Background: an optimization exercise with open tools, aiming at small area. Do not read the settings as production practice. In this exercise RTL edits were held to simulation tests only and were not proved equivalent to the original. Power and IR drop assume default switching activity.

**flow/design.v**
```verilog
package my_pkg;
localparam WD = 32; 		 
localparam SEL = 5;
typedef logic 	[2**SEL-1:0][WD-1:0]	in_bus;
typedef logic  [WD-1:0] enablet;	
typedef logic  [WD-1:0][WD-1:0] FFD_O;	
endpackage	 
import my_pkg::*;
module bcd
(
input logic [SEL-1:0] entrada,  
output logic [WD-1:0] salida
);
always_comb
	priority case(entrada)
		5'b00000	:	salida = 32'b00000000_00000000_00000000_00000000;
		5'b00001	:	salida = 32'b00000000_00000000_00000000_00000010;
		5'b00010	:	salida = 32'b00000000_00000000_00000000_00000100;
		5'b00011	:	salida = 32'b00000000_00000000_00000000_00001000;
		5'b00100	:	salida = 32'b00000000_00000000_00000000_00010000;
		5'b00101	:	salida = 32'b00000000_00000000_00000000_00100000;
		5'b00110	:	salida = 32'b00000000_00000000_00000000_01000000;
		5'b00111	:	salida = 32'b00000000_00000000_00000000_10000000;
		5'b01000	:	salida = 32'b00000000_00000000_00000001_00000000;
		5'b01001	:	salida = 32'b00000000_00000000_00000010_00000000;
		5'b01010	:	salida = 32'b00000000_00000000_00000100_00000000;
		5'b01011	:	salida = 32'b00000000_00000000_00001000_00000000;
		5'b01100	:	salida = 32'b00000000_00000000_00010000_00000000;
		5'b01101	:	salida = 32'b00000000_00000000_00100000_00000000;
		5'b01110	:	salida = 32'b00000000_00000000_01000000_00000000;
		5'b01111	:	salida = 32'b00000000_00000000_10000000_00000000;
		5'b10000	:	salida = 32'b00000000_00000001_00000000_00000000;
		5'b10001	:	salida = 32'b00000000_00000010_00000000_00000000;
		5'b10010	:	salida = 32'b00000000_00000100_00000000_00000000;
		5'b10011	:	salida = 32'b00000000_00001000_00000000_00000000;
		5'b10100	:	salida = 32'b00000000_00010000_00000000_00000000;
		5'b10101	:	salida = 32'b00000000_00100000_00000000_00000000;
		5'b10110	:	salida = 32'b00000000_01000000_00000000_00000000;
		5'b10111	:	salida = 32'b00000000_10000000_00000000_00000000;
		5'b11000	:	salida = 32'b00000001_00000000_00000000_00000000;
		5'b11001	:	salida = 32'b00000010_00000000_00000000_00000000;
		5'b11010	:	salida = 32'b00000100_00000000_00000000_00000000;
		5'b11011	:	salida = 32'b00001000_00000000_00000000_00000000;
		5'b11100	:	salida = 32'b00010000_00000000_00000000_00000000;
		5'b11101	:	salida = 32'b00100000_00000000_00000000_00000000;
		5'b11110	:	salida = 32'b01000000_00000000_00000000_00000000;
		5'b11111	:	salida = 32'b10000000_00000000_00000000_00000000;
	endcase
endmodule
import my_pkg::*;
module FFD
(
input logic [WD-1:0]d, 
input bit clk, reset, 
input bit enable, 
output logic [WD-1:0]q
);
always@(posedge clk, negedge reset)
	begin
		if(!reset) q <= 0;
		else if(enable) q <= d;
	end
endmodule
import my_pkg::*;
module FFD32
(
input logic [WD-1:0]data, 
input bit clk, reset, 
input logic [WD-1:0] and_i2,
input and_i1,
output logic [WD-1:0][WD-1:0] q
);
logic [WD-1:0] and_o;
genvar i;
generate
for (i=0; i<32; i++) begin: id_gen	
FFD FFD32(.d(data),.clk(clk),.reset(reset),.enable(and_o[i]),.q(q[i]));
and(and_o[i],and_i1,and_i2[i]);
end
endgenerate
endmodule
import my_pkg::*;
module mux32
(
input logic [SEL-1:0]	sel,
input logic [2**SEL-1:0][WD-1:0]  				in,
output [WD-1:0]			out
);
assign out = in[sel];
endmodule
import my_pkg::*;
module RegFile
(
input clk, 
input reset, 
input Reg_Write_i,
input [SEL-1:0]Read_Register_1_i,
input [SEL-1:0]Read_Register_2_i,
input [SEL-1:0]Write_Register_i,
input [WD-1:0]Write_Data_i,
output [WD-1:0]Read_Data_1_o,
output [WD-1:0]Read_Data_2_o
);
logic [WD-1:0][WD-1:0] intercon1;
logic [WD-1:0] intercon2;  
bcd mybcd(
				.entrada(Write_Register_i), .salida(intercon2)
);
FFD32 FFD32(
				.data(Write_Data_i), .clk(clk), .reset(reset), .and_i1(Reg_Write_i), .and_i2(intercon2), .q(intercon1)
);
mux32 mux32_data1(
				.sel(Read_Register_1_i), .in(intercon1),	.out(Read_Data_1_o)
);
mux32 mux32_data2(
				.sel(Read_Register_2_i), .in(intercon1),	.out(Read_Data_2_o)
);
endmodule
import my_pkg::*;
module RFTOP
(
input clk, 
input reset, 
input Reg_Write_i,
input [SEL-1:0]Read_Register_1_i,
input [SEL-1:0]Read_Register_2_i,
input [SEL-1:0]Write_Register_i,
input [WD-1:0]Write_Data_i,
output [WD-1:0]Read_Data_1_o,
output [WD-1:0]Read_Data_2_o
);
RegFile UUT(
				.clk(clk), .reset(reset), .Reg_Write_i(Reg_Write_i), .Read_Register_1_i(Read_Register_1_i), .Read_Register_2_i(Read_Register_2_i),
				.Write_Register_i(Write_Register_i), .Write_Data_i(Write_Data_i), .Read_Data_1_o(Read_Data_1_o), .Read_Data_2_o(Read_Data_2_o) 
);
endmodule
```
**flow/run.sh**
```bash
#!/bin/bash
# synth_recipe.tcl (not shown) runs the flow's synth.tcl, then flattens the netlist and writes it again
# the make line also repeats each setting of config.mk as NAME=value (left out here)
make -C /OpenROAD-flow-scripts/flow DESIGN_CONFIG=/design/flow/config.mk WORK_HOME=/design/flow/orfs CLKGATE_MAP_FILE= SYNTH_SCRIPT=/design/flow/synth_recipe.tcl finish
```
**flow/config.mk**
```make
export PLATFORM = sky130hd
export DESIGN_NAME = RFTOP
export DESIGN_NICKNAME = RFTOP
export VERILOG_FILES = /design/flow/design.v
export SDC_FILE = /design/flow/constraint.sdc
export NUM_CORES = 4
export LEC_CHECK = 0
export CAP_MARGIN = 20
export CORE_MARGIN = 2
export CORE_UTILIZATION = 35
export PLACE_DENSITY = 0.55
export SLEW_MARGIN = 20
```
**flow/constraint.sdc**
```tcl
create_clock -name core_clock -period 6.0 [get_ports {clk}]
set_input_delay 1.2000 -clock core_clock [delete_from_list [all_inputs] [get_ports {clk}]]
set_output_delay 1.2000 -clock core_clock [all_outputs]
set_load 0.01 [all_outputs]
```
==> results of run 1 <==
## layer usage
layer,GRT usage,vias to the layer above,wire length (um)
met5,0,-,7
met4,0.0722,2,5830
met3,0.0521,323,12800
met2,0.359,1186,82900
met1,0.317,18548,77400
li1,-,13963,-
## cell families after synthesis
family          Yosys count  synth area share
compound gates          448            0.0633
mux                    1632             0.422
simple gates            126            0.0133
buf+inv                 399            0.0341
flops                   992             0.467
## cells in the final DEF, fill, tap and decap left out, drive strengths merged
cell type,count
a211oi,64
a22o,192
and2,66
and3,1
and3b,1
buf,196
bufinv,11
clkbuf,167
clkdlybuf4s50,79
clkinv,16
clkinvlp,9
dfrtp,992
diode,3
inv,4
mux2,1056
mux2i,192
mux4,384
nand2,18
nand2b,2
nand3,2
nand3b,4
nor2,19
nor2b,6
nor3,1
nor3b,4
o21ai,64
o22ai,64
o31ai,64
or2,1
or3b,1
## metrics by stage
stage / setup WS [ns] / power, W / instances / hold WS, ns / utilization
2_1_floorplan: 2.05 / 0.0119 / 3597 / 0.491 / -
5_1_grt: 0.495 / 0.0213 / 5712 / 0.531 / 0.402
3_5_place_dp: 0.595 / 0.0134 / 5505 / 0.509 / 0.377
4_1_cts: 0.574 / 0.0206 / 5709 / 0.522 / 0.402
6_report: 0.613 / 0.0204 / 5713 / 0.518 / 0.402
3_3_place_gp: 0.572 / 0.0133 / 5505 / 0.500 / 0.377
## synth_stat cells
master                        n  area share
sky130_fd_sc_hd__mux2_2    1056        0.22
sky130_fd_sc_hd__dfrtp_1    992        0.47
sky130_fd_sc_hd__mux4_2     384        0.16
sky130_fd_sc_hd__clkbuf_1   207       0.015
sky130_fd_sc_hd__a22o_1     192       0.032
sky130_fd_sc_hd__mux2i_1    192       0.036
sky130_fd_sc_hd__buf_2       90      0.0085
sky130_fd_sc_hd__and2_1      66      0.0078
sky130_fd_sc_hd__a211oi_1    64      0.0090
sky130_fd_sc_hd__o21ai_1     64      0.0060
sky130_fd_sc_hd__o22ai_1     64      0.0075
sky130_fd_sc_hd__o31ai_1     64      0.0090
sky130_fd_sc_hd__buf_1       56      0.0040
sky130_fd_sc_hd__buf_4       34      0.0048
sky130_fd_sc_hd__nor2_1      19      0.0013
sky130_fd_sc_hd__nand2_1     18      0.0013
sky130_fd_sc_hd__buf_6       10      0.0021
sky130_fd_sc_hd__nor2b_1      6     0.00071
sky130_fd_sc_hd__nand3b_1     4     0.00056
sky130_fd_sc_hd__nor3b_1      4     0.00056
sky130_fd_sc_hd__inv_1        2     0.00014
sky130_fd_sc_hd__nand2b_1     2     0.00024
sky130_fd_sc_hd__nand3_1      2     0.00019
sky130_fd_sc_hd__and3_1       1     0.00012
sky130_fd_sc_hd__and3b_1      1     0.00016
sky130_fd_sc_hd__nor3_1       1    0.000094
sky130_fd_sc_hd__or2_2        1     0.00012
sky130_fd_sc_hd__or3b_2       1     0.00016
## worst min-delay path by stage
stage / startpoint / end / slack (ns) / depth (start not counted)
3_3_place_gp: UUT.FFD32.id_gen[20].FFD32.q[0]$_DFFE_PN0P_ / UUT.FFD32.id_gen[20].FFD32.q[0]$_DFFE_PN0P_ / 0.50 / 1
3_5_place_dp: UUT.FFD32.id_gen[12].FFD32.q[25]$_DFFE_PN0P_ / UUT.FFD32.id_gen[12].FFD32.q[25]$_DFFE_PN0P_ / 0.51 / 1
6_report: reset / UUT.FFD32.id_gen[18].FFD32.q[19]$_DFFE_PN0P_ / 0.52 / 1
2_1_floorplan: UUT.FFD32.id_gen[12].FFD32.q[0]$_DFFE_PN0P_ / UUT.FFD32.id_gen[12].FFD32.q[0]$_DFFE_PN0P_ / 0.49 / 1
4_1_cts: UUT.FFD32.id_gen[12].FFD32.q[25]$_DFFE_PN0P_ / UUT.FFD32.id_gen[12].FFD32.q[25]$_DFFE_PN0P_ / 0.52 / 1
5_1_grt: UUT.FFD32.id_gen[28].FFD32.q[3]$_DFFE_PN0P_ / UUT.FFD32.id_gen[28].FFD32.q[3]$_DFFE_PN0P_ / 0.53 / 1
## power by group through the flow
stage	clock network, W	registers (W)	logic, W
2_1_floorplan	0	0.00871	0.00318
3_3_place_gp	0	0.00896	0.00430
3_5_place_dp	0	0.00902	0.00436
4_1_cts	0.00733	0.00890	0.00437
5_1_grt	0.00760	0.00911	0.00464
6_report	0.00717	0.00891	0.00434
## final cells by class
class                   count  area share
repair buffers            276      0.0464
multi-input cells        2206       0.440
inverters                   2    0.000123
clock inverters            38     0.00916
well taps                2030      0.0418
diodes                      3    0.000123
flip-flops and latches    992       0.408
clock buffers             166      0.0537
==> results.yml, run 1 <==
synth:
  postSynthCellCount: 3597
  synth.ff_latch_count: 992
  syn_nets: 3647
  yosys_warnings: 2
  synth_sequential_area_ratio: 0.467
  syn-mean-instance-area_um2: 14.8
  netlist_area_mm2: 0.0532
  unique_masters_post_synth: 28
critical_path:
  timing.critical_path.to_type: "output port"
  reg2reg_to: "UUT.FFD32.id_gen[17].FFD32.q[11]$_DFFE_PN0P_"
  worstPathArrival_ns: 4.19
  critical_path_peak_fanout: 46
  crit_required_ns: 4.80
  timing.critical_path.slowest_stage_cell: "sky130_fd_sc_hd__o31ai_1"
  timing.setup.critical_path_class: "in -> out"
  cp_num_cells: 7
  critical_register_to_register_path_startpoint: "UUT.FFD32.id_gen[17].FFD32.q[11]$_DFFE_PN0P_"
  cpLargestDelayFamily: "buffers and inverters"
  setup.worst_path.start_class: "primary input"
  startpoint: "Read_Register_1_i[0]"
  reg2reg_setup_slack_ns: 5.20
  end_of_the_critical_path: "Read_Data_1_o[22]"
  critPathBufInv: 3
  reg2regPathDepth: 1
  worst_path_largest_cell_delay_ns: 0.77
  critical_path.cell_chain: "buf_8 -> buf_12 -> mux4_2 -> mux2i_1 -> and2_1 -> o31ai_1 -> clkdlybuf4s50_1"
die:
  pin_count: 114
  die_x_um: 394
  core_area_mm2: 0.151
  die_outline_area_mm2: 0.155
  initial_core_util: 0.351
  die_height_um: 394
  rows: 143
pwr:
  intPower_w: 0.0148
  power_density_mw_per_mm2: 336
  power.leakage_nw: 25.9
  clock_power_share: 0.351
  power.sequential.fraction: 0.436
  power_switching_share: 0.275
  p_switching_w: 0.00562
  max-vdd-ir-drop_v: 0.000262
  comb_power_share: 0.213
route:
  route.detailed.wl_per_inst_um: 31.3
  drt_pre_antenna_iters: 5
  route.detailed.vias_per_inst: 5.96
  detailroute.via_count: 34022
  drc: 0
  detailedRoute.firstIterationViolations: 2675
  drt-total-wl_um: 179000
  drtAntennaViolNets: 0
run_status:
  outcome: "no timing/DRC/antenna violations"
sta:
  total_setup_violations_reported_at_the_end_of_the_flow: 0
  rsz0062_at_grt: "false"
  timing.setup.tns_ns: 0
  worst_slew_pin_slew_ns: 1.12
  total_count_of_max_transition_violations_in_the_final_report: 0
  fin_crit_sh: 0.898
  slew_margin_rel: 0.253
  max_freq_mhz: 186
  report.final.hold_viol_count: 0
  layout_min_cycle_time_ns: 5.39
  skew_ns: 0
finish:
  largest-register: "UUT.FFD32.id_gen.FFD32.q"
  largest_reg_flops: 992
  area_delta_synth_final_pct: 14.3
  num-nets-final: 3639
  n_fill_cell: 14112
  post-route-cell-area_mm2: 0.0608
  multi_input_area_mm2: 0.0268
  storage_cell_area_mm2: 0.0248
  final_layout_size_suffix_gt1_frac: 0.506
  layout_top_registers: "UUT.FFD32.id_gen.FFD32.q: 992 flops"
grt:
  grtUsageTotal: 0.229
  grt_pass1_vias: 34961
  grt_overflow: 0
  grt_first_pass_wirelength_um: 259000
  grt_antenna_before_repair: 18
  grt_max_degree: 152
clock_network:
  number_of_buffers_created_by_cts: 111
  cts.reportedPaths.clkPinSlew_ns: 0.06
  post_cts_setup_buffers: 0
  tritoncts_num_sinks: 992
  number_of_buffers_on_the_longest_clock_path: 3
  h-tree-depth: 3
  clkLatencyLatePin_ns: 0.75
  postCtsResizedCells: 0
  hold_buffers: 0
  cts_root_buf: "sky130_fd_sc_hd__clkbuf_16"
  cts_tree: "done"
place:
  hpwlAfterDp_um: 110000
  finalWeightedCongestion: 0.803
  portBuffers: 113
  dpl_cell_area_mm2: 0.0570
min_path:
  hold_path.class: "in -> async"
run:
  cap_viol_max_count: 0
==> inputs of run 2 (changes only) <==
==> flow/design.v (replaced) <==
module RFTOP
(
input clk,
input reset,
input Reg_Write_i,
input [4:0] Read_Register_1_i,
input [4:0] Read_Register_2_i,
input [4:0] Write_Register_i,
input [31:0] Write_Data_i,
output [31:0] Read_Data_1_o,
output [31:0] Read_Data_2_o
);
logic [31:0] regs [31:1];
logic [31:1] valid;
logic [31:1] we;
logic [31:1] sel1, sel2;
logic [31:0] rd1, rd2;
always_comb
	for (int i = 1; i < 32; i++) begin
		we[i]   = Reg_Write_i && (Write_Register_i == 5'(i));
		sel1[i] = valid[i] && (Read_Register_1_i == 5'(i));
		sel2[i] = valid[i] && (Read_Register_2_i == 5'(i));
	end
always_ff @(posedge clk, negedge reset)
	if (!reset) valid <= '0;
	else        valid <= valid | we;
always_ff @(posedge clk)
	for (int i = 1; i < 32; i++)
		if (we[i]) regs[i] <= Write_Data_i;
always_comb begin
	rd1 = '0;
	rd2 = '0;
	for (int i = 1; i < 32; i++) begin
		rd1 = rd1 | ({32{sel1[i]}} & regs[i]);
		rd2 = rd2 | ({32{sel2[i]}} & regs[i]);
	end
end
assign Read_Data_1_o = rd1;
assign Read_Data_2_o = rd2;
endmodule
==> results.yml, run 2 <==
die:
  core_area_mm2: 0.133
  die_x_um: 369
  die_height_um: 369
  die_outline_area_mm2: 0.136
  initial_core_util: 0.352
  pin_count: 114
  rows: 134
run_status:
  check-failures: "setup timing"
  outcome: "complete, but fails checks"
route:
  detailroute.via_count: 46575
  drtAntennaViolNets: 0
  route.detailed.vias_per_inst: 7.44
  drt_pre_antenna_iters: 18
  drc: 0
  drt-total-wl_um: 324000
  route.detailed.wl_per_inst_um: 51.8
  detailedRoute.firstIterationViolations: 10281
critical_path:
  crit_required_ns: 4.80
  critical_path_peak_fanout: 24
  timing.critical_path.to_type: "output port"
  reg2reg_to: "valid[22]$_DFF_PN0_"
  critical_register_to_register_path_startpoint: "valid[22]$_DFF_PN0_"
  reg2regPathDepth: 2
  reg2reg_setup_slack_ns: 4.16
  timing.setup.critical_path_class: "in -> out"
  setup.worst_path.start_class: "primary input"
  worstPathArrival_ns: 4.85
synth:
  area_leader_netlist: "sky130_fd_sc_hd__edfxtp_1"
  unique_masters_post_synth: 57
  netlist_area_mm2: 0.0467
  synth_common_cells: "sky130_fd_sc_hd__edfxtp_1 (992), sky130_fd_sc_hd__nand2_1 (961), sky130_fd_sc_hd__o22ai_1 (630), sky130_fd_sc_hd__nor3_1 (300), sky130_fd_sc_hd__clkbuf_1 (251)"
  yosys_warnings: 2
  synth.ff_latch_count: 1023
  synth_sequential_area_ratio: 0.654
  yosys.cell_count.top_type: "sky130_fd_sc_hd__edfxtp_1"
  postSynthCellCount: 4111
  syn-mean-instance-area_um2: 11.4
  proportion_of_netlist_area_held_by_the_largest_area_contributor: 0.637
  syn_nets: 4161
  synth_top_flop_cell: "sky130_fd_sc_hd__edfxtp_1"
  area_contributors_post_synth: "sky130_fd_sc_hd__edfxtp_1 (64%), sky130_fd_sc_hd__o22ai_1 (8.4%), sky130_fd_sc_hd__nand2_1 (7.7%)"
  synth_async_sr_flop_share: 0.0303
  synth_enable_flop_cells: 992
clock_network:
  cts.reportedPaths.clkPinSlew_ns: 0.06
  cts_tree: "done"
  number_of_buffers_on_the_longest_clock_path: 3
  cts_root_buf: "sky130_fd_sc_hd__clkbuf_16"
  tritoncts_num_sinks: 1023
  clkLatencyLatePin_ns: 0.78
  number_of_buffers_created_by_cts: 117
  h-tree-depth: 3
finish:
  largest_reg_flops: 992
  num-nets-final: 4422
  area_delta_synth_final_pct: 21.8
  final_layout_size_suffix_gt1_frac: 0.168
  most_common_cell_after_layout_fill_and_taps_aside: "sky130_fd_sc_hd__edfxtp_1"
  largest-register: "regs"
  final_cell_mix: "sky130_fd_sc_hd__edfxtp_1 (992), sky130_fd_sc_hd__nand2_1 (944), sky130_fd_sc_hd__o22ai_1 (630), sky130_fd_sc_hd__buf_4 (316), sky130_fd_sc_hd__nor3_1 (299)"
  layout_top_registers: "regs: 992 flops, valid: 31 flops"
  final_cell_count_no_fill: 6262
min_path:
  hold_path.class: "in -> async"
grt:
  grt_overflow: 0
  grtUsageTotal: 0.462
  grt_pass1_vias: 42379
  grt_max_degree: 39
  grt_antenna_before_repair: 25
  grt_first_pass_wirelength_um: 415000
sta:
  total_setup_violations_reported_at_the_end_of_the_flow: 4
  final.hold.worst_slack_ns: 0.606
  final_critical_path_setup_slack_ns: -0.0470
  report.final.hold_viol_count: 0
  slew_margin_rel: 0.0787
  skew_ns: 0
  total_count_of_max_transition_violations_in_the_final_report: 0
  max_freq_mhz: 165
  worst_slew_pin_slew_ns: 1.38
  rsz0062_at_grt: "false"
  layout_min_cycle_time_ns: 6.05
  fin_crit_sh: 1.01
  timing.setup.tns_ns: -0.0972
pwr:
  max-vdd-ir-drop_v: 0.000261
  power_density_mw_per_mm2: 342
  power.leakage_nw: 18.7
place:
  placedCellCount: 6021
  finalWeightedCongestion: 1.04
  portBuffers: 113
  hpwlAfterDp_um: 205000
run:
  cap_viol_max_count: 0
run 2: kinds of logic (layout without fill, tap and decap cells):
kind of cell / count (synthesis) / in the layout / synth area share
AOI/OAI and AO/OA: 866 / 866 / 0.128
DFF: 1023 / 1023 / 0.654
other: 0 / 21 / 0
muxes: 1 / 1 / 0.000241
and+or+nand+nor: 1856 / 1856 / 0.186
buffers and inverters: 365 / 727 / 0.0319
run 2: area by class of cell:
class	instances	area [um2]
Inverter	1	3.75
Multi-Input combinational cell	2723	15000
Fill cell	12630	76000
Clock inverter	70	878
Clock buffer	150	3140
Antenna cell	21	52.6
Timing Repair Buffer	506	4960
Sequential cell	1023	30600
Tap cell	1768	2210
run 2: repair_timing:
action | CTS | global route
gates resized for setup | 0 | 2
hold buffers | 0 | 0
setup endpoints to repair | 0 | 2
buffers inserted | 0 | 0
hold endpoints to repair | 0 | 0
run 2: routing by layer:
layer  track usage  up-vias  routed length (um)
li1              -    16606                   -
met1         0.600    23165              116000
met2         0.638     5284              129000
met3         0.155     1516               49400
met4         0.339        4               29500
met5             0        -                  63
run 2: metrics by stage:
step / setup slack, ns / utilization / total power [W] / instance area [um2]
floorplan: 1.74 / - / 0.00939 / 46700
global placement: 0.0122 / 0.397 / 0.0116 / 52800
detailed placement: 0.0311 / 0.398 / 0.0115 / 52900
CTS: 0.0120 / 0.428 / 0.0191 / 56900
global route: 0.0473 / 0.428 / 0.0195 / 56900
finish: -0.0470 / 0.428 / 0.0195 / 56900
run 2: how the worst max path moves through the flow:
stage	startpoint	cells past startpoint	endpoint	slack [ns]
floorplan	Read_Register_1_i[4]	7	Read_Data_1_o[3]	1.74
global placement	Read_Register_2_i[1]	10	Read_Data_2_o[27]	0.01
detailed placement	Read_Register_2_i[2]	10	Read_Data_2_o[27]	0.03
CTS	Read_Register_2_i[2]	10	Read_Data_2_o[27]	0.01
global route	Read_Register_1_i[4]	10	Read_Data_1_o[30]	0.05
finish	Read_Register_1_i[0]	9	Read_Data_1_o[17]	-0.05
run 2: power breakdown:
group          internal (W)  leakage [nW]  total, W  switching [W]
Sequential          0.00796          9.26   0.00862       0.000658
Combinational      0.000722          7.47   0.00304        0.00232
Clock               0.00451          1.96   0.00780        0.00328
Total                0.0132          18.7    0.0195        0.00626
run 2: worst max-delay path: stages:
cell and delay (ns):
sky130_fd_sc_hd__clkdlybuf4s50_1 0.68, sky130_fd_sc_hd__or2b_4 0.44, sky130_fd_sc_hd__buf_12 0.21, sky130_fd_sc_hd__buf_12 0.21, sky130_fd_sc_hd__nor2_1 0.91, sky130_fd_sc_hd__nand3_1 0.18
sky130_fd_sc_hd__nand4_1 0.13, sky130_fd_sc_hd__or4_1 0.25, sky130_fd_sc_hd__clkdlybuf4s50_1 0.59

==> afterwards: timing with drivers on the ports <==
The results above use ideal ports. As a check the final layouts listed here were re-extracted and re-timed, cells and wires unchanged. Step 1: set_driving_cell puts a clkbuf_16 on clk and a buf_2 on each other input, an assumption about the parent block. Step 2 also shifts input and output timing later by t, the mid clock arrival at the registers, as if the neighbouring blocks saw the same clock. Three values: ideal ports, drivers, drivers and shift; two values: the first two.
run	shift t [ns]	slack for setup (ns)	worst setup path at the end
run 1	0.810	0.613 / 0.564 / 0.564	input to output
run 2	0.852	-0.047 / -0.074 / -0.074	input to output
For run 1, which loses most, drivers alone change the setup slack by -0.049 ns; drivers and shift together by -0.049 ns.
